This design comes from an exercise in tuning for a short achievable clock period on the open sky130 flow, not from production work.
The RTL was checked by simulation tests, not by an equivalence proof against the original design.
In every run shown here, the design's own scripts or RTL, not TritonCTS, make the clock network.
No driver is modelled on the clock port, so clock power and skew are understated where the tree is cut down; a real chip needs a root buffer or a tree.
No activity file was given, so power comes from the tool's default toggle rates.

===== flow/flow/run.sh =====
#!/bin/bash
# Standard ORFS flow (the standard.sh) with:
#  - the standard flow's synthesis script wrapped so that ABC uses flow/abc_speed.script, and no
#    full-adder cell extraction;
#  - input port buffers resized and a hand-built two-level clock tree
#    (flow/pre_cts.tcl, flow/manual_cts.tcl) in place of TritonCTS;
#  - repair_timing aiming well below the 8 ns constraint.
W=$(pwd)
export MY_FLOW_DIR=$W/flow
export MY_ABC_SCRIPT=$W/flow/abc_speed.script
export FLOW_SYNTH_TCL=$W/synth_recipe.tcl
export MCTS_NROOT=4
export MCTS_NLEAF=2
bash standard.sh SYNTH_SCRIPT=$W/flow/my_synth.tcl ADDER_MAP_FILE= ABC_CLOCK_PERIOD_IN_PS=1000 \
  PRE_CTS_TCL=$W/flow/pre_cts.tcl POST_CTS_TCL=$W/flow/post_cts.tcl SETUP_SLACK_MARGIN=5.65 finish > flow_make.log 2>&1

===== flow/flow/abc_speed.script =====
strash
&get -n
&st
&if -g -K 6
&syn2
&if -g -K 6
&put
dch
map {D}
buffer
upsize {D}
dnsize {D}
stime -p

===== flow/flow/manual_cts.tcl =====
proc mcts_split {items key} {
  set s [lsort -real -index $key $items]
  set h [expr {[llength $s] / 2}]
  return [list [lrange $s 0 [expr {$h - 1}]] [lrange $s $h end]]
}
proc mcts_groups {items n} {
  set groups [list $items]
  set key 1
  while {[llength $groups] < $n} {
    set ng {}
    foreach g $groups { lappend ng {*}[mcts_split $g $key] }
    set groups $ng
    set key [expr {$key == 1 ? 2 : 1}]
  }
  return $groups
}
proc mcts_center {g} {
  set sx 0; set sy 0
  foreach e $g { set sx [expr {$sx + [lindex $e 1]}]; set sy [expr {$sy + [lindex $e 2]}] }
  return [list [expr {int($sx / [llength $g])}] [expr {int($sy / [llength $g])}]]
}
proc mcts_buffer {block master name innet g} {
  lassign [mcts_center $g] cx cy
  set inst [odb::dbInst_create $block $master $name]
  set net [odb::dbNet_create $block "${name}_net"]
  $net setSigType CLOCK
  [$inst findITerm A] connect $innet
  [$inst findITerm X] connect $net
  foreach e $g { set it [lindex $e 0]; $it disconnect; $it connect $net }
  $inst setLocation $cx $cy
  $inst setPlacementStatus PLACED
  return [list [$inst findITerm A] $cx $cy]
}
proc manual_cts {args} {
  set nroot [expr {[info exists ::env(MCTS_NROOT)] ? $::env(MCTS_NROOT) : 4}]
  set nleaf [expr {[info exists ::env(MCTS_NLEAF)] ? $::env(MCTS_NLEAF) : 1}]
  set block [ord::get_db_block]
  set master [[ord::get_db] findMaster sky130_fd_sc_hd__clkbuf_16]
  set clknet [[$block findBTerm CLK] getNet]
  set items {}
  foreach it [$clknet getITerms] {
    set b [[$it getInst] getBBox]
    lappend items [list $it [expr {([$b xMin] + [$b xMax]) / 2}] [expr {([$b yMin] + [$b yMax]) / 2}]]
  }
  puts "manual_cts: [llength $items] sinks, $nroot root buffers, $nleaf leaf buffers each"
  set r 0
  foreach g [mcts_groups $items $nroot] {
    if {$nleaf > 1} {
      # leaf buffers first, on the clock port's net; then the root buffer takes them over
      set leaves {}
      set l 0
      foreach lg [mcts_groups $g $nleaf] {
        lappend leaves [mcts_buffer $block $master "clkbuf_m_${r}_$l" $clknet $lg]
        puts "manual_cts: leaf $r.$l drives [llength $lg] sinks"
        incr l
      }
      mcts_buffer $block $master "clkbuf_m_$r" $clknet $leaves
    } else {
      mcts_buffer $block $master "clkbuf_m_$r" $clknet $g
      puts "manual_cts: root $r drives [llength $g] sinks"
    }
    incr r
  }
}

===== flow/flow/my_synth.tcl =====
# The standard flow's synthesis script (synth_recipe.tcl), with Yosys's abc pass given our own ABC
# script: SOP balancing before a delay-driven standard-cell map.
proc abc {args} {
  set i [lsearch -exact $args -script]
  if {$i >= 0} { lset args [expr {$i + 1}] $::env(MY_ABC_SCRIPT) }
  yosys abc {*}$args
}
source $::env(FLOW_SYNTH_TCL)

===== flow/flow/post_cts.tcl =====
# End of ORFS's CTS step: size up the weakest logic cells (drive 0, low-power inverters)
# left by repair_timing, run one more round of timing repair, and legalize again.
foreach inst [get_cells *] {
  set m [get_property $inst ref_name]
  if {[regexp {^sky130_fd_sc_hd__([a-z0-9]+)_0$} $m -> base]} {
    catch { replace_cell $inst sky130_fd_sc_hd__${base}_1 }
  } elseif {[regexp {^sky130_fd_sc_hd__clkinvlp_([0-9]+)$} $m -> n]} {
    catch { replace_cell $inst sky130_fd_sc_hd__inv_$n }
  }
}
estimate_parasitics -placement
repair_timing_helper
detailed_placement
check_placement -verbose

===== flow/flow/pre_cts.tcl =====
# Start of ORFS's CTS step.
# 1. Input port buffers: a buf_8 on every input port (the standard flow's rule: every port keeps a
#    buffer); the ports fan out widely and the placement-time buffers are small.
foreach inst [get_cells input*] {
  set m [get_property $inst ref_name]
  if {[string match "sky130_fd_sc_hd__*buf*" $m]} {
    replace_cell $inst sky130_fd_sc_hd__buf_8
  }
}
# 2. Replace TritonCTS by the clock tree of manual_cts.tcl; the rest of the step
#    (legalization, timing repair) runs unchanged.
source $::env(MY_FLOW_DIR)/manual_cts.tcl
rename clock_tree_synthesis tritoncts_clock_tree_synthesis
proc clock_tree_synthesis {args} { manual_cts }

===== flow/standard.sh =====
#!/bin/bash
# synth_recipe.tcl (not shown) runs the flow's synth.tcl, then flattens the netlist and writes it again
# the make line also repeats each setting of config.mk as NAME=value (left out here)
make -C /OpenROAD-flow-scripts/flow DESIGN_CONFIG=/design/flow/config.mk WORK_HOME=/design/flow/orfs CLKGATE_MAP_FILE= SYNTH_SCRIPT=/design/flow/synth_recipe.tcl "${@:-finish}"

===== flow/config.mk =====
export PLATFORM = sky130hd
export DESIGN_NAME = alu
export DESIGN_NICKNAME = alu
export VERILOG_FILES = /design/flow/design.v
export SDC_FILE = /design/flow/constraint.sdc
export NUM_CORES = 4
export LEC_CHECK = 0
export CAP_MARGIN = 20
export CORE_MARGIN = 2
export CORE_UTILIZATION = 40
export SLEW_MARGIN = 20

===== flow/constraint.sdc =====
create_clock -name core_clock -period 8.0 [get_ports {CLK}]
set_input_delay 1.6000 -clock core_clock [delete_from_list [all_inputs] [get_ports {CLK}]]
set_output_delay 1.6000 -clock core_clock [all_outputs]
set_load 0.01 [all_outputs]

===== flow/design.v =====
module alu(OPA, OPB, CIN, INP_VALID, CLK, RST, CMD, CE, MODE, COUT, OFLOW, RES, G, E, L, ERR);
    input [7:0] OPA, OPB;
    input CLK, RST, CE, MODE, CIN;
    input [1:0] INP_VALID;
    input [3:0] CMD;
    output reg [15:0] RES;
    output reg COUT, OFLOW, G, E, L, ERR;
    wire vab = INP_VALID[0] & INP_VALID[1];
    wire va = INP_VALID[0];
    wire vb = INP_VALID[1];
    wire am = CE & MODE;
    wire lm = CE & ~MODE;
    wire d_add = am & vab & (CMD == 4'd0);
    wire d_sub = am & vab & (CMD == 4'd1);
    wire d_addc = am & vab & (CMD == 4'd2);
    wire d_subc = am & vab & (CMD == 4'd3);
    wire d_inca = am & va & (CMD == 4'd4);
    wire d_deca = am & va & (CMD == 4'd5);
    wire d_incb = am & vb & (CMD == 4'd6);
    wire d_decb = am & vb & (CMD == 4'd7);
    wire d_cmp = am & vab & (CMD == 4'd8);
    wire d_sadd = am & vab & (CMD == 4'd11);
    wire d_ssub = am & vab & (CMD == 4'd12);
    wire d_and = lm & vab & (CMD == 4'd0);
    wire d_nand = lm & vab & (CMD == 4'd1);
    wire d_or = lm & vab & (CMD == 4'd2);
    wire d_nor = lm & vab & (CMD == 4'd3);
    wire d_xor = lm & vab & (CMD == 4'd4);
    wire d_xnor = lm & vab & (CMD == 4'd5);
    wire d_nota = lm & va & (CMD == 4'd6);
    wire d_notb = lm & vb & (CMD == 4'd7);
    wire d_shra = lm & va & (CMD == 4'd8);
    wire d_shla = lm & va & (CMD == 4'd9);
    wire d_shrb = lm & vb & (CMD == 4'd10);
    wire d_shlb = lm & vb & (CMD == 4'd11);
    wire d_rol = lm & vab & (CMD == 4'd12);
    wire d_ror = lm & vab & (CMD == 4'd13);
    wire mul_en = am & vab & (CMD[3:2] == 2'b10) & (CMD[1] ^ CMD[0]);
    wire [9:0] y = {2'b00, OPB};
    wire [9:0] xa = {2'b00, OPA};
    wire b0i_y0 = 1'b1, b0i_y1 = y[0], b0i_y2 = y[1];
    wire one0i = b0i_y1 ^ b0i_y0;
    wire e0i = b0i_y2 ^ b0i_y1;
    wire [8:0] row0i_d = {9{b0i_y2}} ^ (one0i ? xa[8:0] : ({9{e0i}} & {xa[7:0], 1'b1}));
    wire b0s_y0 = 1'b0, b0s_y1 = y[0], b0s_y2 = y[1];
    wire one0s = b0s_y1 ^ b0s_y0;
    wire e0s = b0s_y2 ^ b0s_y1;
    wire [8:0] row0s_d = {9{b0s_y2}} ^ (one0s ? xa[8:0] : ({9{e0s}} & {xa[7:0], 1'b0}));
    wire cor0i_d = ~y[1] | y[0];
    wire cor0s_d = y[1];
    wire b1_y0 = y[1], b1_y1 = y[2], b1_y2 = y[3];
    wire one1 = b1_y1 ^ b1_y0;               
    wire e1 = b1_y2 ^ b1_y1;                 
    wire [8:1] row1_d = {8{b1_y2}} ^ (one1 ? xa[8:1] : ({8{e1}} & xa[7:0]));
    wire row1i0_d = b1_y2 ^ (one1 ? xa[0] : e1);
    wire row1s0_d = b1_y2 ^ (one1 & xa[0]);
    wire cor1i_d = (~b1_y2 & (b1_y1 | b1_y0)) | (b1_y2 & b1_y1 & b1_y0);
    wire cor1s_d = b1_y2;
    wire b2_y0 = y[3], b2_y1 = y[4], b2_y2 = y[5];
    wire one2 = b2_y1 ^ b2_y0;               
    wire e2 = b2_y2 ^ b2_y1;                 
    wire [8:1] row2_d = {8{b2_y2}} ^ (one2 ? xa[8:1] : ({8{e2}} & xa[7:0]));
    wire row2i0_d = b2_y2 ^ (one2 ? xa[0] : e2);
    wire row2s0_d = b2_y2 ^ (one2 & xa[0]);
    wire cor2i_d = (~b2_y2 & (b2_y1 | b2_y0)) | (b2_y2 & b2_y1 & b2_y0);
    wire cor2s_d = b2_y2;
    wire b3_y0 = y[5], b3_y1 = y[6], b3_y2 = y[7];
    wire one3 = b3_y1 ^ b3_y0;               
    wire e3 = b3_y2 ^ b3_y1;                 
    wire [8:1] row3_d = {8{b3_y2}} ^ (one3 ? xa[8:1] : ({8{e3}} & xa[7:0]));
    wire row3i0_d = b3_y2 ^ (one3 ? xa[0] : e3);
    wire row3s0_d = b3_y2 ^ (one3 & xa[0]);
    wire cor3i_d = (~b3_y2 & (b3_y1 | b3_y0)) | (b3_y2 & b3_y1 & b3_y0);
    wire cor3s_d = b3_y2;
    wire b4_y0 = y[7], b4_y1 = y[8], b4_y2 = y[9];
    wire one4 = b4_y1 ^ b4_y0;               
    wire e4 = b4_y2 ^ b4_y1;                 
    wire [7:1] row4_d = {7{b4_y2}} ^ (one4 ? xa[7:1] : ({7{e4}} & xa[6:0]));
    wire row4i0_d = b4_y2 ^ (one4 ? xa[0] : e4);
    wire row4s0_d = b4_y2 ^ (one4 & xa[0]);
    wire cor4i_d = (~b4_y2 & (b4_y1 | b4_y0)) | (b4_y2 & b4_y1 & b4_y0);
    wire cor4s_d = b4_y2;
    wire [15:0] rol_d = {OPA, OPA} << OPB[1:0];    
    wire [15:0] ror_d = {OPA, OPA} >> OPB[1:0];
    wire cu_d = CIN & ~CMD[3] & CMD[1] & ~CMD[0];       
    wire cv_d = ~(CIN & ~CMD[3] & CMD[1] & CMD[0]);    
    reg [8:0] row0i_q, row0s_q;
    reg cor0i_q, cor0s_q;
    reg [8:1] row1_q;
    reg row1i0_q, row1s0_q, cor1i_q, cor1s_q;
    reg [8:1] row2_q;
    reg row2i0_q, row2s0_q, cor2i_q, cor2s_q;
    reg [8:1] row3_q;
    reg row3i0_q, row3s0_q, cor3i_q, cor3s_q;
    reg [7:1] row4_q;
    reg row4i0_q, row4s0_q, cor4i_q, cor4s_q;
    reg [3:0] nsgn_q;        
    reg m_inc_q, m_sft_q;
    reg [7:0] a_q, b_q;
    reg [7:0] rol_q, ror_q;    
    reg err1_q;                
    reg [7:0] ug_q, up_q, vg_q, vp_q;
    reg ug0c_q, vg0c_q;
    reg cu_q, cv_q, bmax_cin_q, za_q, zb_q;
    reg q_add;
    reg q_sub;
    reg q_addc;
    reg q_subc;
    reg q_inca;
    reg q_deca;
    reg q_incb;
    reg q_decb;
    reg q_cmp;
    reg q_sadd;
    reg q_ssub;
    reg q_and;
    reg q_nand;
    reg q_or;
    reg q_nor;
    reg q_xor;
    reg q_xnor;
    reg q_nota;
    reg q_notb;
    reg q_shra;
    reg q_shla;
    reg q_shrb;
    reg q_shlb;
    reg q_rol;
    reg q_ror;
    always @(posedge CLK) begin
        row0i_q <= row0i_d; row0s_q <= row0s_d;
        cor0i_q <= cor0i_d; cor0s_q <= cor0s_d;
        row1_q <= row1_d;
        row1i0_q <= row1i0_d; row1s0_q <= row1s0_d;
        cor1i_q <= cor1i_d; cor1s_q <= cor1s_d;
        row2_q <= row2_d;
        row2i0_q <= row2i0_d; row2s0_q <= row2s0_d;
        cor2i_q <= cor2i_d; cor2s_q <= cor2s_d;
        row3_q <= row3_d;
        row3i0_q <= row3i0_d; row3s0_q <= row3s0_d;
        cor3i_q <= cor3i_d; cor3s_q <= cor3s_d;
        row4_q <= row4_d;
        row4i0_q <= row4i0_d; row4s0_q <= row4s0_d;
        cor4i_q <= cor4i_d; cor4s_q <= cor4s_d;
        nsgn_q <= ~{OPB[7], OPB[5], OPB[3], OPB[1]};
        m_inc_q <= mul_en & CMD[0];
        m_sft_q <= mul_en & ~CMD[0];
        a_q <= OPA;
        rol_q <= rol_d[15:8];
        ror_q <= ror_d[7:0];
        err1_q <= (d_rol | d_ror) & (|OPB[7:3]);
        ug_q <= OPA & OPB;
        up_q <= OPA ^ OPB;
        vg_q <= OPA & ~OPB;
        vp_q <= ~(OPA ^ OPB);
        ug0c_q <= (OPA[0] & OPB[0]) | ((OPA[0] ^ OPB[0]) & cu_d);
        vg0c_q <= (OPA[0] & ~OPB[0]) | (~(OPA[0] ^ OPB[0]) & cv_d);
        b_q <= OPB;
        cu_q <= cu_d;
        cv_q <= cv_d;
        bmax_cin_q <= CIN & (&OPB);
        za_q <= (OPA == 8'd0);
        zb_q <= (OPB == 8'd0);
        q_add <= d_add;
        q_sub <= d_sub;
        q_addc <= d_addc;
        q_subc <= d_subc;
        q_inca <= d_inca;
        q_deca <= d_deca;
        q_incb <= d_incb;
        q_decb <= d_decb;
        q_cmp <= d_cmp;
        q_sadd <= d_sadd;
        q_ssub <= d_ssub;
        q_and <= d_and;
        q_nand <= d_nand;
        q_or <= d_or;
        q_nor <= d_nor;
        q_xor <= d_xor;
        q_xnor <= d_xnor;
        q_nota <= d_nota;
        q_notb <= d_notb;
        q_shra <= d_shra;
        q_shla <= d_shla;
        q_shrb <= d_shrb;
        q_shlb <= d_shlb;
        q_rol <= d_rol;
        q_ror <= d_ror;
    end
    wire u_G0_1 = ug_q[1] | (up_q[1] & ug0c_q);
    wire u_G0_2 = ug_q[2] | (up_q[2] & ug_q[1]);
    wire u_P0_2 = up_q[2] & up_q[1];
    wire u_G0_3 = ug_q[3] | (up_q[3] & ug_q[2]);
    wire u_P0_3 = up_q[3] & up_q[2];
    wire u_G0_4 = ug_q[4] | (up_q[4] & ug_q[3]);
    wire u_P0_4 = up_q[4] & up_q[3];
    wire u_G0_5 = ug_q[5] | (up_q[5] & ug_q[4]);
    wire u_P0_5 = up_q[5] & up_q[4];
    wire u_G0_6 = ug_q[6] | (up_q[6] & ug_q[5]);
    wire u_P0_6 = up_q[6] & up_q[5];
    wire u_G0_7 = ug_q[7] | (up_q[7] & ug_q[6]);
    wire u_P0_7 = up_q[7] & up_q[6];
    wire u_G1_2 = u_G0_2 | (u_P0_2 & ug0c_q);
    wire u_G1_3 = u_G0_3 | (u_P0_3 & u_G0_1);
    wire u_G1_4 = u_G0_4 | (u_P0_4 & u_G0_2);
    wire u_P1_4 = u_P0_4 & u_P0_2;
    wire u_G1_5 = u_G0_5 | (u_P0_5 & u_G0_3);
    wire u_P1_5 = u_P0_5 & u_P0_3;
    wire u_G1_6 = u_G0_6 | (u_P0_6 & u_G0_4);
    wire u_P1_6 = u_P0_6 & u_P0_4;
    wire u_G1_7 = u_G0_7 | (u_P0_7 & u_G0_5);
    wire u_P1_7 = u_P0_7 & u_P0_5;
    wire u_G2_4 = u_G1_4 | (u_P1_4 & ug0c_q);
    wire u_G2_5 = u_G1_5 | (u_P1_5 & u_G0_1);
    wire u_G2_6 = u_G1_6 | (u_P1_6 & u_G1_2);
    wire u_G2_7 = u_G1_7 | (u_P1_7 & u_G1_3);
    wire v_G0_1 = vg_q[1] | (vp_q[1] & vg0c_q);
    wire v_G0_2 = vg_q[2] | (vp_q[2] & vg_q[1]);
    wire v_P0_2 = vp_q[2] & vp_q[1];
    wire v_G0_3 = vg_q[3] | (vp_q[3] & vg_q[2]);
    wire v_P0_3 = vp_q[3] & vp_q[2];
    wire v_G0_4 = vg_q[4] | (vp_q[4] & vg_q[3]);
    wire v_P0_4 = vp_q[4] & vp_q[3];
    wire v_G0_5 = vg_q[5] | (vp_q[5] & vg_q[4]);
    wire v_P0_5 = vp_q[5] & vp_q[4];
    wire v_G0_6 = vg_q[6] | (vp_q[6] & vg_q[5]);
    wire v_P0_6 = vp_q[6] & vp_q[5];
    wire v_G0_7 = vg_q[7] | (vp_q[7] & vg_q[6]);
    wire v_P0_7 = vp_q[7] & vp_q[6];
    wire v_G1_2 = v_G0_2 | (v_P0_2 & vg0c_q);
    wire v_G1_3 = v_G0_3 | (v_P0_3 & v_G0_1);
    wire v_G1_4 = v_G0_4 | (v_P0_4 & v_G0_2);
    wire v_P1_4 = v_P0_4 & v_P0_2;
    wire v_G1_5 = v_G0_5 | (v_P0_5 & v_G0_3);
    wire v_P1_5 = v_P0_5 & v_P0_3;
    wire v_G1_6 = v_G0_6 | (v_P0_6 & v_G0_4);
    wire v_P1_6 = v_P0_6 & v_P0_4;
    wire v_G1_7 = v_G0_7 | (v_P0_7 & v_G0_5);
    wire v_P1_7 = v_P0_7 & v_P0_5;
    wire v_G2_4 = v_G1_4 | (v_P1_4 & vg0c_q);
    wire v_G2_5 = v_G1_5 | (v_P1_5 & v_G0_1);
    wire v_G2_6 = v_G1_6 | (v_P1_6 & v_G1_2);
    wire v_G2_7 = v_G1_7 | (v_P1_7 & v_G1_3);
    wire [7:0] su = {(up_q[7] ^ u_G2_6), (up_q[6] ^ u_G2_5), (up_q[5] ^ u_G2_4), (up_q[4] ^ u_G1_3), (up_q[3] ^ u_G1_2), (up_q[2] ^ u_G0_1), (up_q[1] ^ ug0c_q), (up_q[0] ^ cu_q)};
    wire cu8 = u_G2_7;
    wire [7:0] sv = {(vp_q[7] ^ v_G2_6), (vp_q[6] ^ v_G2_5), (vp_q[5] ^ v_G2_4), (vp_q[4] ^ v_G1_3), (vp_q[3] ^ v_G1_2), (vp_q[2] ^ v_G0_1), (vp_q[1] ^ vg0c_q), (vp_q[0] ^ cv_q)};
    wire cv8 = v_G2_7;
    wire [7:0] ia = a_q + 8'd1;
    wire [7:0] da = a_q - 8'd1;
    wire [7:0] ib = b_q + 8'd1;
    wire [7:0] db = b_q - 8'd1;
    wire s8a = up_q[7] ^ cu8;      
    wire s8s = vp_q[7] ^ cv8;      
    wire eq = &vp_q;
    wire zsa = ~(|su) & ~s8a;
    wire zss = ~(|sv) & ~s8s;
    wire berr = |b_q[7:3];
    wire [7:0] rol8 = b_q[2] ? {rol_q[3:0], rol_q[7:4]} : rol_q;
    wire [7:0] ror8 = b_q[2] ? {ror_q[3:0], ror_q[7:4]} : ror_q;
    wire [7:0] lo8 =
          ({8{q_add | q_addc | q_sadd}} & su)
        | ({8{q_sub | q_subc | q_ssub}} & sv)
        | ({8{q_inca}} & ia) | ({8{q_deca}} & da) | ({8{q_incb}} & ib) | ({8{q_decb}} & db)
        | ({8{q_and}} & (a_q & b_q)) | ({8{q_nand}} & ~(a_q & b_q))
        | ({8{q_or}} & (a_q | b_q)) | ({8{q_nor}} & ~(a_q | b_q))
        | ({8{q_xor}} & (a_q ^ b_q)) | ({8{q_xnor}} & ~(a_q ^ b_q))
        | ({8{q_nota}} & ~a_q) | ({8{q_notb}} & ~b_q)
        | ({8{q_shra}} & {1'b0, a_q[7:1]}) | ({8{q_shla}} & {a_q[6:0], 1'b0})
        | ({8{q_shrb}} & {1'b0, b_q[7:1]}) | ({8{q_shlb}} & {b_q[6:0], 1'b0})
        | ({8{q_rol & ~berr}} & rol8) | ({8{q_ror & ~berr}} & ror8);
    wire hi = (q_sadd & s8a) | (q_ssub & s8s);
    wire [15:0] other = {{8{hi}}, lo8};
    wire cout_d = ((q_add | q_addc) & cu8) | (q_sadd & s8a) | (q_ssub & s8s);
    wire oflow_d = (q_sub & ~cv8) | (q_subc & ~cv8 & ~bmax_cin_q)
        | (q_deca & za_q) | (q_decb & zb_q)
        | (q_sadd & ~up_q[7] & (su[7] ^ ug_q[7]))      
        | (q_ssub & ~vp_q[7] & (sv[7] ^ vg_q[7]));     
    wire g_d = (q_cmp & cv8 & ~eq) | (q_sadd & ~s8a & ~zsa) | (q_ssub & ~s8s & ~zss);
    wire e_d = (q_cmp & eq) | (q_sadd & zsa) | (q_ssub & zss);
    wire l_d = (q_cmp & ~cv8) | (q_sadd & s8a) | (q_ssub & s8s);
    wire err_d = err1_q;
    wire t0s = row0i_q[6] ^ row1_q[4];
    wire t0c = row0i_q[6] & row1_q[4];
    wire t1s = row0i_q[7] ^ row1_q[5];
    wire t1c = row0i_q[7] & row1_q[5];
    wire t2s = row0i_q[8] ^ row1_q[6] ^ row2_q[4];
    wire t2c = (row0i_q[8] & row1_q[6]) | (row0i_q[8] & row2_q[4]) | (row1_q[6] & row2_q[4]);
    wire t3s = row3_q[2] ^ row4i0_q;
    wire t3c = row3_q[2] & row4i0_q;
    wire t4s = row1_q[7] ^ row2_q[5] ^ row3_q[3];
    wire t4c = (row1_q[7] & row2_q[5]) | (row1_q[7] & row3_q[3]) | (row2_q[5] & row3_q[3]);
    wire t5s = row4_q[1] ^ ~nsgn_q[0];
    wire t5c = row4_q[1] & ~nsgn_q[0];
    wire t6s = row1_q[8] ^ row2_q[6] ^ row3_q[4];
    wire t6c = (row1_q[8] & row2_q[6]) | (row1_q[8] & row3_q[4]) | (row2_q[6] & row3_q[4]);
    wire t7s = row4_q[2] ^ ~nsgn_q[0];
    wire t7c = row4_q[2] & ~nsgn_q[0];
    wire t8s = row2_q[7] ^ row3_q[5] ^ row4_q[3];
    wire t8c = (row2_q[7] & row3_q[5]) | (row2_q[7] & row4_q[3]) | (row3_q[5] & row4_q[3]);
    wire t9s = nsgn_q[1] ^ nsgn_q[0];
    wire t9c = nsgn_q[1] & nsgn_q[0];
    wire t10s = row2_q[8] ^ row3_q[6] ^ row4_q[4];
    wire t10c = (row2_q[8] & row3_q[6]) | (row2_q[8] & row4_q[4]) | (row3_q[6] & row4_q[4]);
    wire t11s = row0i_q[4] ^ row1_q[2];
    wire t11c = row0i_q[4] & row1_q[2];
    wire t12s = row0i_q[5] ^ row1_q[3];
    wire t12c = row0i_q[5] & row1_q[3];
    wire t13s = t0s ^ row2_q[2] ^ row3i0_q;
    wire t13c = (t0s & row2_q[2]) | (t0s & row3i0_q) | (row2_q[2] & row3i0_q);
    wire t14s = t0c ^ t1s ^ row2_q[3];
    wire t14c = (t0c & t1s) | (t0c & row2_q[3]) | (t1s & row2_q[3]);
    wire t15s = t1c ^ t2s ^ t3s;
    wire t15c = (t1c & t2s) | (t1c & t3s) | (t2s & t3s);
    wire t16s = t2c ^ t3c ^ t4s;
    wire t16c = (t2c & t3c) | (t2c & t4s) | (t3c & t4s);
    wire t17s = t4c ^ t5c ^ t6s;
    wire t17c = (t4c & t5c) | (t4c & t6s) | (t5c & t6s);
    wire t18s = t6c ^ t7c ^ t8s;
    wire t18c = (t6c & t7c) | (t6c & t8s) | (t7c & t8s);
    wire t19s = t8c ^ t9c ^ t10s;
    wire t19c = (t8c & t9c) | (t8c & t10s) | (t9c & t10s);
    wire t20s = t10c ^ row3_q[7] ^ row4_q[5];
    wire t20c = (t10c & row3_q[7]) | (t10c & row4_q[5]) | (row3_q[7] & row4_q[5]);
    wire t21s = row3_q[8] ^ row4_q[6];
    wire t21c = row3_q[8] & row4_q[6];
    wire t22s = row0i_q[2] ^ row1i0_q;
    wire t22c = row0i_q[2] & row1i0_q;
    wire t23s = row0i_q[3] ^ row1_q[1];
    wire t23c = row0i_q[3] & row1_q[1];
    wire t24s = t11s ^ row2i0_q ^ cor2i_q;
    wire t24c = (t11s & row2i0_q) | (t11s & cor2i_q) | (row2i0_q & cor2i_q);
    wire t25s = t11c ^ t12s ^ row2_q[1];
    wire t25c = (t11c & t12s) | (t11c & row2_q[1]) | (t12s & row2_q[1]);
    wire t26s = t12c ^ t13s ^ cor3i_q;
    wire t26c = (t12c & t13s) | (t12c & cor3i_q) | (t13s & cor3i_q);
    wire t27s = t13c ^ t14s ^ row3_q[1];
    wire t27c = (t13c & t14s) | (t13c & row3_q[1]) | (t14s & row3_q[1]);
    wire t28s = t14c ^ t15s ^ cor4i_q;
    wire t28c = (t14c & t15s) | (t14c & cor4i_q) | (t15s & cor4i_q);
    wire t29s = t15c ^ t16s ^ t5s;
    wire t29c = (t15c & t16s) | (t15c & t5s) | (t16s & t5s);
    wire t30s = t16c ^ t17s ^ t7s;
    wire t30c = (t16c & t17s) | (t16c & t7s) | (t17s & t7s);
    wire t31s = t17c ^ t18s ^ t9s;
    wire t31c = (t17c & t18s) | (t17c & t9s) | (t18s & t9s);
    wire t32s = t18c ^ t19s ^ 1'b1;
    wire t32c = (t18c & t19s) | (t18c & 1'b1) | (t19s & 1'b1);
    wire t33s = t19c ^ t20s ^ nsgn_q[2];
    wire t33c = (t19c & t20s) | (t19c & nsgn_q[2]) | (t20s & nsgn_q[2]);
    wire t34s = t20c ^ t21s ^ 1'b1;
    wire t34c = (t20c & t21s) | (t20c & 1'b1) | (t21s & 1'b1);
    wire t35s = t21c ^ row4_q[7] ^ nsgn_q[3];
    wire t35c = (t21c & row4_q[7]) | (t21c & nsgn_q[3]) | (row4_q[7] & nsgn_q[3]);
    wire fi_g0 = row0i_q[0] & cor0i_q & m_inc_q;
    wire fi_p0 = (row0i_q[0] ^ cor0i_q) & m_inc_q;
    wire fi_g1 = row0i_q[1] & 1'b0 & m_inc_q;
    wire fi_p1 = (row0i_q[1] ^ 1'b0) & m_inc_q;
    wire fi_g2 = t22s & cor1i_q & m_inc_q;
    wire fi_p2 = (t22s ^ cor1i_q) & m_inc_q;
    wire fi_g3 = t22c & t23s & m_inc_q;
    wire fi_p3 = (t22c ^ t23s) & m_inc_q;
    wire fi_g4 = t23c & t24s & m_inc_q;
    wire fi_p4 = (t23c ^ t24s) & m_inc_q;
    wire fi_g5 = t24c & t25s & m_inc_q;
    wire fi_p5 = (t24c ^ t25s) & m_inc_q;
    wire fi_g6 = t25c & t26s & m_inc_q;
    wire fi_p6 = (t25c ^ t26s) & m_inc_q;
    wire fi_g7 = t26c & t27s & m_inc_q;
    wire fi_p7 = (t26c ^ t27s) & m_inc_q;
    wire fi_g8 = t27c & t28s & m_inc_q;
    wire fi_p8 = (t27c ^ t28s) & m_inc_q;
    wire fi_g9 = t28c & t29s & m_inc_q;
    wire fi_p9 = (t28c ^ t29s) & m_inc_q;
    wire fi_g10 = t29c & t30s & m_inc_q;
    wire fi_p10 = (t29c ^ t30s) & m_inc_q;
    wire fi_g11 = t30c & t31s & m_inc_q;
    wire fi_p11 = (t30c ^ t31s) & m_inc_q;
    wire fi_g12 = t31c & t32s & m_inc_q;
    wire fi_p12 = (t31c ^ t32s) & m_inc_q;
    wire fi_g13 = t32c & t33s & m_inc_q;
    wire fi_p13 = (t32c ^ t33s) & m_inc_q;
    wire fi_g14 = t33c & t34s & m_inc_q;
    wire fi_p14 = (t33c ^ t34s) & m_inc_q;
    wire fi_g15 = t34c & t35s & m_inc_q;
    wire fi_p15 = (t34c ^ t35s) & m_inc_q;
    wire fi_G0_1 = fi_g1 | (fi_p1 & fi_g0);
    wire fi_G0_2 = fi_g2 | (fi_p2 & fi_g1);
    wire fi_P0_2 = fi_p2 & fi_p1;
    wire fi_G0_3 = fi_g3 | (fi_p3 & fi_g2);
    wire fi_P0_3 = fi_p3 & fi_p2;
    wire fi_G0_4 = fi_g4 | (fi_p4 & fi_g3);
    wire fi_P0_4 = fi_p4 & fi_p3;
    wire fi_G0_5 = fi_g5 | (fi_p5 & fi_g4);
    wire fi_P0_5 = fi_p5 & fi_p4;
    wire fi_G0_6 = fi_g6 | (fi_p6 & fi_g5);
    wire fi_P0_6 = fi_p6 & fi_p5;
    wire fi_G0_7 = fi_g7 | (fi_p7 & fi_g6);
    wire fi_P0_7 = fi_p7 & fi_p6;
    wire fi_G0_8 = fi_g8 | (fi_p8 & fi_g7);
    wire fi_P0_8 = fi_p8 & fi_p7;
    wire fi_G0_9 = fi_g9 | (fi_p9 & fi_g8);
    wire fi_P0_9 = fi_p9 & fi_p8;
    wire fi_G0_10 = fi_g10 | (fi_p10 & fi_g9);
    wire fi_P0_10 = fi_p10 & fi_p9;
    wire fi_G0_11 = fi_g11 | (fi_p11 & fi_g10);
    wire fi_P0_11 = fi_p11 & fi_p10;
    wire fi_G0_12 = fi_g12 | (fi_p12 & fi_g11);
    wire fi_P0_12 = fi_p12 & fi_p11;
    wire fi_G0_13 = fi_g13 | (fi_p13 & fi_g12);
    wire fi_P0_13 = fi_p13 & fi_p12;
    wire fi_G0_14 = fi_g14 | (fi_p14 & fi_g13);
    wire fi_P0_14 = fi_p14 & fi_p13;
    wire fi_G0_15 = fi_g15 | (fi_p15 & fi_g14);
    wire fi_P0_15 = fi_p15 & fi_p14;
    wire fi_G1_2 = fi_G0_2 | (fi_P0_2 & fi_g0);
    wire fi_G1_3 = fi_G0_3 | (fi_P0_3 & fi_G0_1);
    wire fi_G1_4 = fi_G0_4 | (fi_P0_4 & fi_G0_2);
    wire fi_P1_4 = fi_P0_4 & fi_P0_2;
    wire fi_G1_5 = fi_G0_5 | (fi_P0_5 & fi_G0_3);
    wire fi_P1_5 = fi_P0_5 & fi_P0_3;
    wire fi_G1_6 = fi_G0_6 | (fi_P0_6 & fi_G0_4);
    wire fi_P1_6 = fi_P0_6 & fi_P0_4;
    wire fi_G1_7 = fi_G0_7 | (fi_P0_7 & fi_G0_5);
    wire fi_P1_7 = fi_P0_7 & fi_P0_5;
    wire fi_G1_8 = fi_G0_8 | (fi_P0_8 & fi_G0_6);
    wire fi_P1_8 = fi_P0_8 & fi_P0_6;
    wire fi_G1_9 = fi_G0_9 | (fi_P0_9 & fi_G0_7);
    wire fi_P1_9 = fi_P0_9 & fi_P0_7;
    wire fi_G1_10 = fi_G0_10 | (fi_P0_10 & fi_G0_8);
    wire fi_P1_10 = fi_P0_10 & fi_P0_8;
    wire fi_G1_11 = fi_G0_11 | (fi_P0_11 & fi_G0_9);
    wire fi_P1_11 = fi_P0_11 & fi_P0_9;
    wire fi_G1_12 = fi_G0_12 | (fi_P0_12 & fi_G0_10);
    wire fi_P1_12 = fi_P0_12 & fi_P0_10;
    wire fi_G1_13 = fi_G0_13 | (fi_P0_13 & fi_G0_11);
    wire fi_P1_13 = fi_P0_13 & fi_P0_11;
    wire fi_G1_14 = fi_G0_14 | (fi_P0_14 & fi_G0_12);
    wire fi_P1_14 = fi_P0_14 & fi_P0_12;
    wire fi_G1_15 = fi_G0_15 | (fi_P0_15 & fi_G0_13);
    wire fi_P1_15 = fi_P0_15 & fi_P0_13;
    wire fi_G2_4 = fi_G1_4 | (fi_P1_4 & fi_g0);
    wire fi_G2_5 = fi_G1_5 | (fi_P1_5 & fi_G0_1);
    wire fi_G2_6 = fi_G1_6 | (fi_P1_6 & fi_G1_2);
    wire fi_G2_7 = fi_G1_7 | (fi_P1_7 & fi_G1_3);
    wire fi_G2_8 = fi_G1_8 | (fi_P1_8 & fi_G1_4);
    wire fi_P2_8 = fi_P1_8 & fi_P1_4;
    wire fi_G2_9 = fi_G1_9 | (fi_P1_9 & fi_G1_5);
    wire fi_P2_9 = fi_P1_9 & fi_P1_5;
    wire fi_G2_10 = fi_G1_10 | (fi_P1_10 & fi_G1_6);
    wire fi_P2_10 = fi_P1_10 & fi_P1_6;
    wire fi_G2_11 = fi_G1_11 | (fi_P1_11 & fi_G1_7);
    wire fi_P2_11 = fi_P1_11 & fi_P1_7;
    wire fi_G2_12 = fi_G1_12 | (fi_P1_12 & fi_G1_8);
    wire fi_P2_12 = fi_P1_12 & fi_P1_8;
    wire fi_G2_13 = fi_G1_13 | (fi_P1_13 & fi_G1_9);
    wire fi_P2_13 = fi_P1_13 & fi_P1_9;
    wire fi_G2_14 = fi_G1_14 | (fi_P1_14 & fi_G1_10);
    wire fi_P2_14 = fi_P1_14 & fi_P1_10;
    wire fi_G2_15 = fi_G1_15 | (fi_P1_15 & fi_G1_11);
    wire fi_P2_15 = fi_P1_15 & fi_P1_11;
    wire fi_G3_8 = fi_G2_8 | (fi_P2_8 & fi_g0);
    wire fi_G3_9 = fi_G2_9 | (fi_P2_9 & fi_G0_1);
    wire fi_G3_10 = fi_G2_10 | (fi_P2_10 & fi_G1_2);
    wire fi_G3_11 = fi_G2_11 | (fi_P2_11 & fi_G1_3);
    wire fi_G3_12 = fi_G2_12 | (fi_P2_12 & fi_G2_4);
    wire fi_G3_13 = fi_G2_13 | (fi_P2_13 & fi_G2_5);
    wire fi_G3_14 = fi_G2_14 | (fi_P2_14 & fi_G2_6);
    wire fi_G3_15 = fi_G2_15 | (fi_P2_15 & fi_G2_7);
    wire t36s = row0s_q[6] ^ row1_q[4];
    wire t36c = row0s_q[6] & row1_q[4];
    wire t37s = row0s_q[7] ^ row1_q[5];
    wire t37c = row0s_q[7] & row1_q[5];
    wire t38s = row0s_q[8] ^ row1_q[6] ^ row2_q[4];
    wire t38c = (row0s_q[8] & row1_q[6]) | (row0s_q[8] & row2_q[4]) | (row1_q[6] & row2_q[4]);
    wire t39s = row3_q[2] ^ row4s0_q;
    wire t39c = row3_q[2] & row4s0_q;
    wire t40s = row1_q[7] ^ row2_q[5] ^ row3_q[3];
    wire t40c = (row1_q[7] & row2_q[5]) | (row1_q[7] & row3_q[3]) | (row2_q[5] & row3_q[3]);
    wire t41s = row4_q[1] ^ ~nsgn_q[0];
    wire t41c = row4_q[1] & ~nsgn_q[0];
    wire t42s = row1_q[8] ^ row2_q[6] ^ row3_q[4];
    wire t42c = (row1_q[8] & row2_q[6]) | (row1_q[8] & row3_q[4]) | (row2_q[6] & row3_q[4]);
    wire t43s = row4_q[2] ^ ~nsgn_q[0];
    wire t43c = row4_q[2] & ~nsgn_q[0];
    wire t44s = row2_q[7] ^ row3_q[5] ^ row4_q[3];
    wire t44c = (row2_q[7] & row3_q[5]) | (row2_q[7] & row4_q[3]) | (row3_q[5] & row4_q[3]);
    wire t45s = nsgn_q[1] ^ nsgn_q[0];
    wire t45c = nsgn_q[1] & nsgn_q[0];
    wire t46s = row2_q[8] ^ row3_q[6] ^ row4_q[4];
    wire t46c = (row2_q[8] & row3_q[6]) | (row2_q[8] & row4_q[4]) | (row3_q[6] & row4_q[4]);
    wire t47s = row0s_q[4] ^ row1_q[2];
    wire t47c = row0s_q[4] & row1_q[2];
    wire t48s = row0s_q[5] ^ row1_q[3];
    wire t48c = row0s_q[5] & row1_q[3];
    wire t49s = t36s ^ row2_q[2] ^ row3s0_q;
    wire t49c = (t36s & row2_q[2]) | (t36s & row3s0_q) | (row2_q[2] & row3s0_q);
    wire t50s = t36c ^ t37s ^ row2_q[3];
    wire t50c = (t36c & t37s) | (t36c & row2_q[3]) | (t37s & row2_q[3]);
    wire t51s = t37c ^ t38s ^ t39s;
    wire t51c = (t37c & t38s) | (t37c & t39s) | (t38s & t39s);
    wire t52s = t38c ^ t39c ^ t40s;
    wire t52c = (t38c & t39c) | (t38c & t40s) | (t39c & t40s);
    wire t53s = t40c ^ t41c ^ t42s;
    wire t53c = (t40c & t41c) | (t40c & t42s) | (t41c & t42s);
    wire t54s = t42c ^ t43c ^ t44s;
    wire t54c = (t42c & t43c) | (t42c & t44s) | (t43c & t44s);
    wire t55s = t44c ^ t45c ^ t46s;
    wire t55c = (t44c & t45c) | (t44c & t46s) | (t45c & t46s);
    wire t56s = t46c ^ row3_q[7] ^ row4_q[5];
    wire t56c = (t46c & row3_q[7]) | (t46c & row4_q[5]) | (row3_q[7] & row4_q[5]);
    wire t57s = row3_q[8] ^ row4_q[6];
    wire t57c = row3_q[8] & row4_q[6];
    wire t58s = row0s_q[2] ^ row1s0_q;
    wire t58c = row0s_q[2] & row1s0_q;
    wire t59s = row0s_q[3] ^ row1_q[1];
    wire t59c = row0s_q[3] & row1_q[1];
    wire t60s = t47s ^ row2s0_q ^ cor2s_q;
    wire t60c = (t47s & row2s0_q) | (t47s & cor2s_q) | (row2s0_q & cor2s_q);
    wire t61s = t47c ^ t48s ^ row2_q[1];
    wire t61c = (t47c & t48s) | (t47c & row2_q[1]) | (t48s & row2_q[1]);
    wire t62s = t48c ^ t49s ^ cor3s_q;
    wire t62c = (t48c & t49s) | (t48c & cor3s_q) | (t49s & cor3s_q);
    wire t63s = t49c ^ t50s ^ row3_q[1];
    wire t63c = (t49c & t50s) | (t49c & row3_q[1]) | (t50s & row3_q[1]);
    wire t64s = t50c ^ t51s ^ cor4s_q;
    wire t64c = (t50c & t51s) | (t50c & cor4s_q) | (t51s & cor4s_q);
    wire t65s = t51c ^ t52s ^ t41s;
    wire t65c = (t51c & t52s) | (t51c & t41s) | (t52s & t41s);
    wire t66s = t52c ^ t53s ^ t43s;
    wire t66c = (t52c & t53s) | (t52c & t43s) | (t53s & t43s);
    wire t67s = t53c ^ t54s ^ t45s;
    wire t67c = (t53c & t54s) | (t53c & t45s) | (t54s & t45s);
    wire t68s = t54c ^ t55s ^ 1'b1;
    wire t68c = (t54c & t55s) | (t54c & 1'b1) | (t55s & 1'b1);
    wire t69s = t55c ^ t56s ^ nsgn_q[2];
    wire t69c = (t55c & t56s) | (t55c & nsgn_q[2]) | (t56s & nsgn_q[2]);
    wire t70s = t56c ^ t57s ^ 1'b1;
    wire t70c = (t56c & t57s) | (t56c & 1'b1) | (t57s & 1'b1);
    wire fs_g0 = 1'b0 & 1'b0 & m_sft_q;
    wire fs_p0 = (1'b0 ^ 1'b0) & m_sft_q;
    wire fs_g1 = row0s_q[0] & cor0s_q & m_sft_q;
    wire fs_p1 = (row0s_q[0] ^ cor0s_q) & m_sft_q;
    wire fs_g2 = row0s_q[1] & 1'b0 & m_sft_q;
    wire fs_p2 = (row0s_q[1] ^ 1'b0) & m_sft_q;
    wire fs_g3 = t58s & cor1s_q & m_sft_q;
    wire fs_p3 = (t58s ^ cor1s_q) & m_sft_q;
    wire fs_g4 = t58c & t59s & m_sft_q;
    wire fs_p4 = (t58c ^ t59s) & m_sft_q;
    wire fs_g5 = t59c & t60s & m_sft_q;
    wire fs_p5 = (t59c ^ t60s) & m_sft_q;
    wire fs_g6 = t60c & t61s & m_sft_q;
    wire fs_p6 = (t60c ^ t61s) & m_sft_q;
    wire fs_g7 = t61c & t62s & m_sft_q;
    wire fs_p7 = (t61c ^ t62s) & m_sft_q;
    wire fs_g8 = t62c & t63s & m_sft_q;
    wire fs_p8 = (t62c ^ t63s) & m_sft_q;
    wire fs_g9 = t63c & t64s & m_sft_q;
    wire fs_p9 = (t63c ^ t64s) & m_sft_q;
    wire fs_g10 = t64c & t65s & m_sft_q;
    wire fs_p10 = (t64c ^ t65s) & m_sft_q;
    wire fs_g11 = t65c & t66s & m_sft_q;
    wire fs_p11 = (t65c ^ t66s) & m_sft_q;
    wire fs_g12 = t66c & t67s & m_sft_q;
    wire fs_p12 = (t66c ^ t67s) & m_sft_q;
    wire fs_g13 = t67c & t68s & m_sft_q;
    wire fs_p13 = (t67c ^ t68s) & m_sft_q;
    wire fs_g14 = t68c & t69s & m_sft_q;
    wire fs_p14 = (t68c ^ t69s) & m_sft_q;
    wire fs_g15 = t69c & t70s & m_sft_q;
    wire fs_p15 = (t69c ^ t70s) & m_sft_q;
    wire fs_G0_1 = fs_g1 | (fs_p1 & fs_g0);
    wire fs_G0_2 = fs_g2 | (fs_p2 & fs_g1);
    wire fs_P0_2 = fs_p2 & fs_p1;
    wire fs_G0_3 = fs_g3 | (fs_p3 & fs_g2);
    wire fs_P0_3 = fs_p3 & fs_p2;
    wire fs_G0_4 = fs_g4 | (fs_p4 & fs_g3);
    wire fs_P0_4 = fs_p4 & fs_p3;
    wire fs_G0_5 = fs_g5 | (fs_p5 & fs_g4);
    wire fs_P0_5 = fs_p5 & fs_p4;
    wire fs_G0_6 = fs_g6 | (fs_p6 & fs_g5);
    wire fs_P0_6 = fs_p6 & fs_p5;
    wire fs_G0_7 = fs_g7 | (fs_p7 & fs_g6);
    wire fs_P0_7 = fs_p7 & fs_p6;
    wire fs_G0_8 = fs_g8 | (fs_p8 & fs_g7);
    wire fs_P0_8 = fs_p8 & fs_p7;
    wire fs_G0_9 = fs_g9 | (fs_p9 & fs_g8);
    wire fs_P0_9 = fs_p9 & fs_p8;
    wire fs_G0_10 = fs_g10 | (fs_p10 & fs_g9);
    wire fs_P0_10 = fs_p10 & fs_p9;
    wire fs_G0_11 = fs_g11 | (fs_p11 & fs_g10);
    wire fs_P0_11 = fs_p11 & fs_p10;
    wire fs_G0_12 = fs_g12 | (fs_p12 & fs_g11);
    wire fs_P0_12 = fs_p12 & fs_p11;
    wire fs_G0_13 = fs_g13 | (fs_p13 & fs_g12);
    wire fs_P0_13 = fs_p13 & fs_p12;
    wire fs_G0_14 = fs_g14 | (fs_p14 & fs_g13);
    wire fs_P0_14 = fs_p14 & fs_p13;
    wire fs_G0_15 = fs_g15 | (fs_p15 & fs_g14);
    wire fs_P0_15 = fs_p15 & fs_p14;
    wire fs_G1_2 = fs_G0_2 | (fs_P0_2 & fs_g0);
    wire fs_G1_3 = fs_G0_3 | (fs_P0_3 & fs_G0_1);
    wire fs_G1_4 = fs_G0_4 | (fs_P0_4 & fs_G0_2);
    wire fs_P1_4 = fs_P0_4 & fs_P0_2;
    wire fs_G1_5 = fs_G0_5 | (fs_P0_5 & fs_G0_3);
    wire fs_P1_5 = fs_P0_5 & fs_P0_3;
    wire fs_G1_6 = fs_G0_6 | (fs_P0_6 & fs_G0_4);
    wire fs_P1_6 = fs_P0_6 & fs_P0_4;
    wire fs_G1_7 = fs_G0_7 | (fs_P0_7 & fs_G0_5);
    wire fs_P1_7 = fs_P0_7 & fs_P0_5;
    wire fs_G1_8 = fs_G0_8 | (fs_P0_8 & fs_G0_6);
    wire fs_P1_8 = fs_P0_8 & fs_P0_6;
    wire fs_G1_9 = fs_G0_9 | (fs_P0_9 & fs_G0_7);
    wire fs_P1_9 = fs_P0_9 & fs_P0_7;
    wire fs_G1_10 = fs_G0_10 | (fs_P0_10 & fs_G0_8);
    wire fs_P1_10 = fs_P0_10 & fs_P0_8;
    wire fs_G1_11 = fs_G0_11 | (fs_P0_11 & fs_G0_9);
    wire fs_P1_11 = fs_P0_11 & fs_P0_9;
    wire fs_G1_12 = fs_G0_12 | (fs_P0_12 & fs_G0_10);
    wire fs_P1_12 = fs_P0_12 & fs_P0_10;
    wire fs_G1_13 = fs_G0_13 | (fs_P0_13 & fs_G0_11);
    wire fs_P1_13 = fs_P0_13 & fs_P0_11;
    wire fs_G1_14 = fs_G0_14 | (fs_P0_14 & fs_G0_12);
    wire fs_P1_14 = fs_P0_14 & fs_P0_12;
    wire fs_G1_15 = fs_G0_15 | (fs_P0_15 & fs_G0_13);
    wire fs_P1_15 = fs_P0_15 & fs_P0_13;
    wire fs_G2_4 = fs_G1_4 | (fs_P1_4 & fs_g0);
    wire fs_G2_5 = fs_G1_5 | (fs_P1_5 & fs_G0_1);
    wire fs_G2_6 = fs_G1_6 | (fs_P1_6 & fs_G1_2);
    wire fs_G2_7 = fs_G1_7 | (fs_P1_7 & fs_G1_3);
    wire fs_G2_8 = fs_G1_8 | (fs_P1_8 & fs_G1_4);
    wire fs_P2_8 = fs_P1_8 & fs_P1_4;
    wire fs_G2_9 = fs_G1_9 | (fs_P1_9 & fs_G1_5);
    wire fs_P2_9 = fs_P1_9 & fs_P1_5;
    wire fs_G2_10 = fs_G1_10 | (fs_P1_10 & fs_G1_6);
    wire fs_P2_10 = fs_P1_10 & fs_P1_6;
    wire fs_G2_11 = fs_G1_11 | (fs_P1_11 & fs_G1_7);
    wire fs_P2_11 = fs_P1_11 & fs_P1_7;
    wire fs_G2_12 = fs_G1_12 | (fs_P1_12 & fs_G1_8);
    wire fs_P2_12 = fs_P1_12 & fs_P1_8;
    wire fs_G2_13 = fs_G1_13 | (fs_P1_13 & fs_G1_9);
    wire fs_P2_13 = fs_P1_13 & fs_P1_9;
    wire fs_G2_14 = fs_G1_14 | (fs_P1_14 & fs_G1_10);
    wire fs_P2_14 = fs_P1_14 & fs_P1_10;
    wire fs_G2_15 = fs_G1_15 | (fs_P1_15 & fs_G1_11);
    wire fs_P2_15 = fs_P1_15 & fs_P1_11;
    wire fs_G3_8 = fs_G2_8 | (fs_P2_8 & fs_g0);
    wire fs_G3_9 = fs_G2_9 | (fs_P2_9 & fs_G0_1);
    wire fs_G3_10 = fs_G2_10 | (fs_P2_10 & fs_G1_2);
    wire fs_G3_11 = fs_G2_11 | (fs_P2_11 & fs_G1_3);
    wire fs_G3_12 = fs_G2_12 | (fs_P2_12 & fs_G2_4);
    wire fs_G3_13 = fs_G2_13 | (fs_P2_13 & fs_G2_5);
    wire fs_G3_14 = fs_G2_14 | (fs_P2_14 & fs_G2_6);
    wire fs_G3_15 = fs_G2_15 | (fs_P2_15 & fs_G2_7);
    wire [15:0] res_d = {((fi_p15 | fs_p15 | other[15]) ^ (fi_G3_14 | fs_G3_14)), ((fi_p14 | fs_p14 | other[14]) ^ (fi_G3_13 | fs_G3_13)), ((fi_p13 | fs_p13 | other[13]) ^ (fi_G3_12 | fs_G3_12)), ((fi_p12 | fs_p12 | other[12]) ^ (fi_G3_11 | fs_G3_11)), ((fi_p11 | fs_p11 | other[11]) ^ (fi_G3_10 | fs_G3_10)), ((fi_p10 | fs_p10 | other[10]) ^ (fi_G3_9 | fs_G3_9)), ((fi_p9 | fs_p9 | other[9]) ^ (fi_G3_8 | fs_G3_8)), ((fi_p8 | fs_p8 | other[8]) ^ (fi_G2_7 | fs_G2_7)), ((fi_p7 | fs_p7 | other[7]) ^ (fi_G2_6 | fs_G2_6)), ((fi_p6 | fs_p6 | other[6]) ^ (fi_G2_5 | fs_G2_5)), ((fi_p5 | fs_p5 | other[5]) ^ (fi_G2_4 | fs_G2_4)), ((fi_p4 | fs_p4 | other[4]) ^ (fi_G1_3 | fs_G1_3)), ((fi_p3 | fs_p3 | other[3]) ^ (fi_G1_2 | fs_G1_2)), ((fi_p2 | fs_p2 | other[2]) ^ (fi_G0_1 | fs_G0_1)), ((fi_p1 | fs_p1 | other[1]) ^ (fi_g0 | fs_g0)), ((fi_p0 | fs_p0 | other[0]) ^ (1'b0 | 1'b0))};
    always @(posedge CLK or posedge RST) begin
        if (RST) begin
            RES <= 16'd0;
            COUT <= 1'b0; OFLOW <= 1'b0; G <= 1'b0; E <= 1'b0; L <= 1'b0; ERR <= 1'b0;
        end
        else begin
            RES <= res_d;
            COUT <= cout_d; OFLOW <= oflow_d; G <= g_d; E <= e_d; L <= l_d; ERR <= err_d;
        end
    end
endmodule

==> results of run 1 <==
## final cells by class
cell class	instances	share of cell area
Antenna cell	1	0.000149
Sequential cell	184	0.231
Inverter	179	0.0473
Multi-Input combinational cell	1448	0.539
Tap cell	390	0.0290
Timing Repair inverter	2	0.000893
Buffer	12	0.0179
Timing Repair Buffer	210	0.134
## state kept, by name, summed over array words and instances (netlist names), 4 cells and up
register / count
row4_q: 7
up_q: 8
RES: 16
row3_q: 8
vp_q: 8
row0s_q: 9
ror_q: 8
a_q: 8
row0i_q: 9
nsgn_q: 4
b_q: 7
ug_q: 7
row2_q: 8
rol_q: 8
row1_q: 8
vg_q: 7
## through the flow
step	std cells	utilization	cell area [µm²]	hold slack, ns
6_report	2426	0.566	16800	0.501
2_1_floorplan	1855	-	12300	0.316
3_3_place_gp	2257	0.440	13100	0.494
3_5_place_dp	2257	0.440	13100	0.480
5_1_grt	2426	0.566	16800	0.492
## power by group through the flow
stage | clock network, W | registers (W) | logic (W)
2_1_floorplan | 0 | 0.00104 | 0.000538
5_1_grt | 0.000588 | 0.00108 | 0.00108
6_report | 0.000552 | 0.00107 | 0.000991
3_3_place_gp | 0 | 0.00108 | 0.000702
3_5_place_dp | 0 | 0.00108 | 0.000714
## cells in the final DEF (no fill, tap or decap), types with 16 or more instances in the layout
cell type	synthesis	layout
dfrtp_1	22	22
nor3_1	38	21
o221ai_1	24	16
nand2_1	366	323
nor2_2	2	25
nand3_1	196	175
nand3_2	5	21
o21ai_2	2	22
buf_6	0	31
nand4_1	90	90
dfxtp_4	0	18
nor2_4	0	37
dfxtp_1	162	121
buf_4	0	101
inv_2	0	16
buf_12	0	22
o21ai_1	5	94
nand2_2	5	36
clkbuf_2	0	22
a21oi_2	2	21
inv_1	177	139
dfxtp_2	0	23
a21oi_1	114	87
o22ai_1	30	24
buf_8	0	25
nor2_1	227	167
## layer usage
metal  track usage  vias to the layer above  share of wire
li1              -                     6895              -
met1         0.446                     6971           0.43
met2         0.480                      810           0.43
met3        0.0584                      144           0.11
met4        0.0922                        2          0.038
met5             0                        -        0.00023
## cells by family (layout without fill, tap and decap cells)
family,after synthesis,after routing,share of synthesized area
multiplexers,1,1,0.000826
AO/OA/AOI/OAI,417,417,0.219
other,0,1,0
AND/OR/NAND/NOR,1001,1001,0.377
flip-flops,184,184,0.313
XOR/XNOR,29,29,0.0210
buffers and inverters,223,403,0.0695
## worst min-delay path by stage
stage	start	end	slack [ns]	cells after the start
after floorplan	err1_q	ERR	0.32	0
final	err1_q	ERR	0.50	0
after global routing	err1_q	ERR	0.49	0
after detailed placement	err1_q	ERR	0.48	0
after global placement	err1_q	ERR	0.49	0
==> out/metrics.yaml, run 1 <==
run_status:
  outcome: "finished clean"
power_and_ir_drop:
  seq_power_share: 0.410
  intPower_w: 0.00162
  leakage_nw: 7.19
  power.density_mw_per_mm2: 156
  power_frac_comb: 0.379
  power_frac_clock: 0.211
  p_switching_w: 0.000994
  p_sw_frac: 0.380
  power_w: 0.00262
  max-vdd-ir-drop_uv: 161
synth:
  postSynthAreaPerCell_um2: 6.53
  synthTopCellsByCount: "366 x nand2_1, 227 x nor2_1, 196 x nand3_1"
  synth_area_leader_cell: "dfxtp_1"
  syn-cell-area_mm2: 0.0121
  synthFlopType: "dfxtp_1"
  syn_nets: 1882
  synth-async-reset-ratio: 0.120
  synthCells: 1855
  ys_seq_area_frac: 0.313
  synth_edf_count: 0
  ys_types: 69
  synth_warnings: 1
  synth.most_common_cell: "nand2_1"
  synth_area_leaders: "dfxtp_1 27%, nand2_1 11%, nand3_1 8.1%"
  synth-seq-cells: 184
  netlist.area_leader.share: 0.268
sta:
  setup_violations: 0
  timing.slew.headroom: 0.680
  fin_crit_ns: 2.41
  layout_setup_ws_ns: 5.59
  clock_skew_ns: 0.0186
  fmax_ghz: 0.416
  maxSlewViolCount: 0
  tightest_slew_ns: 0.479
  final_hold_viol_count: 0
  rsz0062_at_grt: "yes"
  fin_setup_tns_ns: 0
  fin_crit_sh: 0.301
setup_path:
  r2r_slack_ns: 5.62
  cp_slowest_cell: "dfrtp_1"
  required_ns: 6.40
  cp_num_buf_inv: 1
  slowest_delay_ns: 0.38
  r2r_end: "RES[12]"
  critPathKind: "reg -> out"
  startpoint: "RES[12]"
  endpoint: "RES[12]"
  crit_path_start_kind: "register"
  crit_fanout: 1
  cp_num_cells: 1
  reg2reg_depth: 13
  crit_chain: "clkbuf_2"
  cpLargestDelayFamily: "flip-flops"
  arrival_ns: 0.81
  r2r-start: "row1_q[6]"
  end_kind: "output port"
clock_network:
  clkSlewWorstSetupHoldPaths_ns: 0.10
  insertion_delay_ns: 0.30
finish:
  regArea_mm2: 0.00389
  fin_nets: 2064
  fillCellCount: 2665
  area_growth_pct: 38.7
  multiInputGateArea_mm2: 0.00906
  drive_above_1_share: 0.296
die:
  coreArea_mm2: 0.0297
  die_area_mm2: 0.0317
  io_pins: 49
  row_count: 63
  die_h_um: 178
  die_w_um: 178
  start_util: 0.408
grt:
  antenna_found_initial: 5
  grt_pass1_wl_um: 77100
  track_usage: 0.314
  grt_pass1_vias: 13400
  grt.overflow.total: 0
  grt_max_degree: 28
drt:
  drtPass1Iterations: 6
  post_drt_wl_per_cell_um: 21.4
  via_count: 14800
  vias_per_cell: 6.11
  routed_wl_um: 51900
  drc: 0
  drt_iter0_drc: 1693
  ant_nets: 0
placement:
  dpl.hpwl_um: 35700
  gp_congestion: 0.973
  pre_cts_ws_ns: 4.13
  numPortBuffers: 48
worst_hold_path:
  hp-class: "reg -> reg"
run:
  maxCapViolCount: 0
==> inputs of run 2 (changes only) <==
--- a/flow/flow/run.sh
+++ b/flow/flow/run.sh
@@ -4,6 +4,8 @@
 #    full-adder cell extraction;
 #  - input port buffers resized and a hand-built two-level clock tree
 #    (flow/pre_cts.tcl, flow/manual_cts.tcl) in place of TritonCTS;
+#  - after CTS, drive-0 and low-power cells sized up and one more timing repair
+#    (flow/post_cts.tcl);
 #  - repair_timing aiming well below the 8 ns constraint.
 W=$(pwd)
 export MY_FLOW_DIR=$W/flow
==> out/metrics.yaml, run 2 <==
power_and_ir_drop:
  leakage_nw: 7.19  # unchanged
  power.density_mw_per_mm2: 156  # unchanged
  intPower_w: 0.00162  # unchanged
  p_switching_w: 0.000994  # unchanged
  power_frac_clock: 0.211  # about the same
  max-vdd-ir-drop_uv: 161  # unchanged
  seq_power_share: 0.410  # about the same
  p_sw_frac: 0.380  # unchanged
  power_frac_comb: 0.379  # about the same
run:
  maxCapViolCount: 0  # unchanged
die:
  die_w_um: 178  # unchanged
  die_area_mm2: 0.0317  # unchanged
  start_util: 0.408  # unchanged
  row_count: 63  # unchanged
  io_pins: 49  # unchanged
  die_h_um: 178  # unchanged
  coreArea_mm2: 0.0297  # unchanged
grt:
  grt.overflow.total: 0  # unchanged
  grt_pass1_vias: 13400  # unchanged
  track_usage: 0.314  # unchanged
  grt_max_degree: 28  # unchanged
  grt_pass1_wl_um: 77100  # unchanged
  antenna_found_initial: 5  # unchanged
finish:
  fin_nets: 2064  # unchanged
  final_common_cell: "nand2_1"
  regArea_mm2: 0.00389  # unchanged
  multiInputGateArea_mm2: 0.00906  # unchanged
  reg.largest.list: "RES x16, row0i_q x9, row0s_q x9"
  fillCellCount: 2665  # unchanged
  design_area_mm2: 0.0168  # unchanged
  final_util: 0.566  # unchanged
  regMostFlops: "RES"
  drive_above_1_share: 0.296  # unchanged
  layout_common_cells: "323 x nand2_1, 175 x nand3_1, 167 x nor2_1"
  largest_reg_flops: 16  # unchanged
  area_growth_pct: 38.7  # unchanged
drt:
  drt_iter0_drc: 1693  # unchanged
  drc: 0  # unchanged
  vias_per_cell: 6.11  # unchanged
  routed_wl_um: 51900  # unchanged
  ant_nets: 0  # unchanged
  drtPass1Iterations: 6  # unchanged
  via_count: 14800  # unchanged
  post_drt_wl_per_cell_um: 21.4  # unchanged
placement:
  pre_cts_ws_ns: 4.13  # unchanged
  post_dp_cell_area_mm2: 0.0131  # unchanged
  gp_congestion: 0.973  # unchanged
  dpl.hpwl_um: 35700  # unchanged
  numPortBuffers: 48  # unchanged
sta:
  fin_crit_ns: 2.41  # unchanged
  tightest_slew_ns: 0.479  # unchanged
  fmax_ghz: 0.416  # unchanged
  whs_ns: 0.501  # unchanged
  layout_setup_ws_ns: 5.59  # unchanged
  fin_crit_sh: 0.301  # unchanged
  maxSlewViolCount: 0  # unchanged
  clock_skew_ns: 0.0186  # unchanged
  setup_violations: 0  # unchanged
  final_hold_viol_count: 0  # unchanged
  fin_setup_tns_ns: 0  # unchanged
  rsz0062_at_grt: "yes"
  timing.slew.headroom: 0.680  # unchanged
synth:
  synth.most_common_cell: "nand2_1"
  ys_seq_area_frac: 0.313  # unchanged
  synthTopCellsByCount: "366 x nand2_1, 227 x nor2_1, 196 x nand3_1"
  synth-seq-cells: 184  # unchanged
  ys_types: 69  # unchanged
  netlist.area_leader.share: 0.268  # unchanged
  postSynthAreaPerCell_um2: 6.53  # unchanged
  synthFlopType: "dfxtp_1"
  syn_nets: 1882  # unchanged
  synth_edf_count: 0  # unchanged
  synth_area_leader_cell: "dfxtp_1"
  syn-cell-area_mm2: 0.0121  # unchanged
  synth_warnings: 1  # unchanged
  synth_area_leaders: "dfxtp_1 27%, nand2_1 11%, nand3_1 8.1%"
  synthCells: 1855  # unchanged
  synth-async-reset-ratio: 0.120  # unchanged
setup_path:
  cpLargestDelayFamily: "flip-flops"
  end_kind: "output port"
  crit_fanout: 1  # unchanged
  cp_slowest_cell: "dfrtp_1"
  arrival_ns: 0.81  # about the same
  crit_path_start_kind: "register"
  critPathKind: "reg -> out"
  r2r_slack_ns: 5.62  # about the same
  slowest_delay_ns: 0.38  # about the same
  cp_num_buf_inv: 1  # unchanged
  crit_chain: "clkbuf_2"
  required_ns: 6.40  # about the same
clock_network:
  clkSlewWorstSetupHoldPaths_ns: 0.10  # about the same
  insertion_delay_ns: 0.30  # about the same
run_status:
  outcome: "finished clean"
worst_hold_path:
  hp-class: "reg -> reg"
## run 2: cell counts after synthesis
Identical to the previous run, type by type.
## run 2: metrics by stage
stage               instances  total power, W
global placement         2257         0.00178
finish                   2426         0.00262
floorplan                1855         0.00158
detailed placement       2257         0.00179
global route             2426         0.00274
## run 2: worst paths after layout
kind	to	from	depth (start not counted)
max	RES[12]	RES[12]	1
max reg2reg	RES[12]	row1_q[6]	13
min in group asynchronous	RES[9]	RST	2
min	ERR	err1_q	0
max in group asynchronous	OFLOW	RST	2
min reg2reg	ERR	err1_q	0
## run 2: area by class of cell
class                   count  share of cell area
multi-input cells        1448               0.539
well taps                 390              0.0290
inverters                 179              0.0473
repair buffers            210               0.134
plain buffers              12              0.0179
flip-flops and latches    184               0.231
diodes                      1            0.000149
repair inverters            2            0.000893
## run 2: kinds of logic after synthesis
kind of cell / Yosys count / synth area share
simple gates: 1001 / 0.377
flops: 184 / 0.313
buf+inv: 223 / 0.0695
xor+xnor: 29 / 0.0210
mux: 1 / 0.000826
compound gates: 417 / 0.219
## run 2: routing by layer
metal,vias up,part of all wire,global-route usage
met5,-,0.00023,0
li1,6895,-,-
met2,810,0.43,0.480
met3,144,0.11,0.0584
met1,6971,0.43,0.446
met4,2,0.038,0.0922
## run 2: power groups by stage
stage / clock [W] / sequential (W) / combinational (W)
global placement: 0 / 0.00108 / 0.000702
global route: 0.000588 / 0.00108 / 0.00108
floorplan: 0 / 0.00104 / 0.000538
finish: 0.000552 / 0.00107 / 0.000991
detailed placement: 0 / 0.00108 / 0.000714

[what the ideal ports hide]
No port has a modelled driver above. Below, the same layouts with a new extraction and two added sets of constraints. Step 1 assumes that a clkbuf_16 drives the clock port and a buf_2 every other input. Step 2 also shifts input and output timing later by t, the mid clock arrival at the registers, as if the neighbouring blocks saw the same clock. Slacks: no drivers / after step 1 / after step 2; pairs: no drivers / after step 1.
| run | shift t [ns] | slack for setup (ns) | worst data-port slew with drivers (ns) | cell pins on the clock port's net |
|---|---|---|---|---|
| run 1 | 0.392 | 5.593 / 5.490 / 5.386 | 0.12 | 4 |
| run 2 | 0.392 | 5.593 / 5.490 / 5.386 | 0.12 | 4 |
After both steps setup and hold are still met in every run listed.
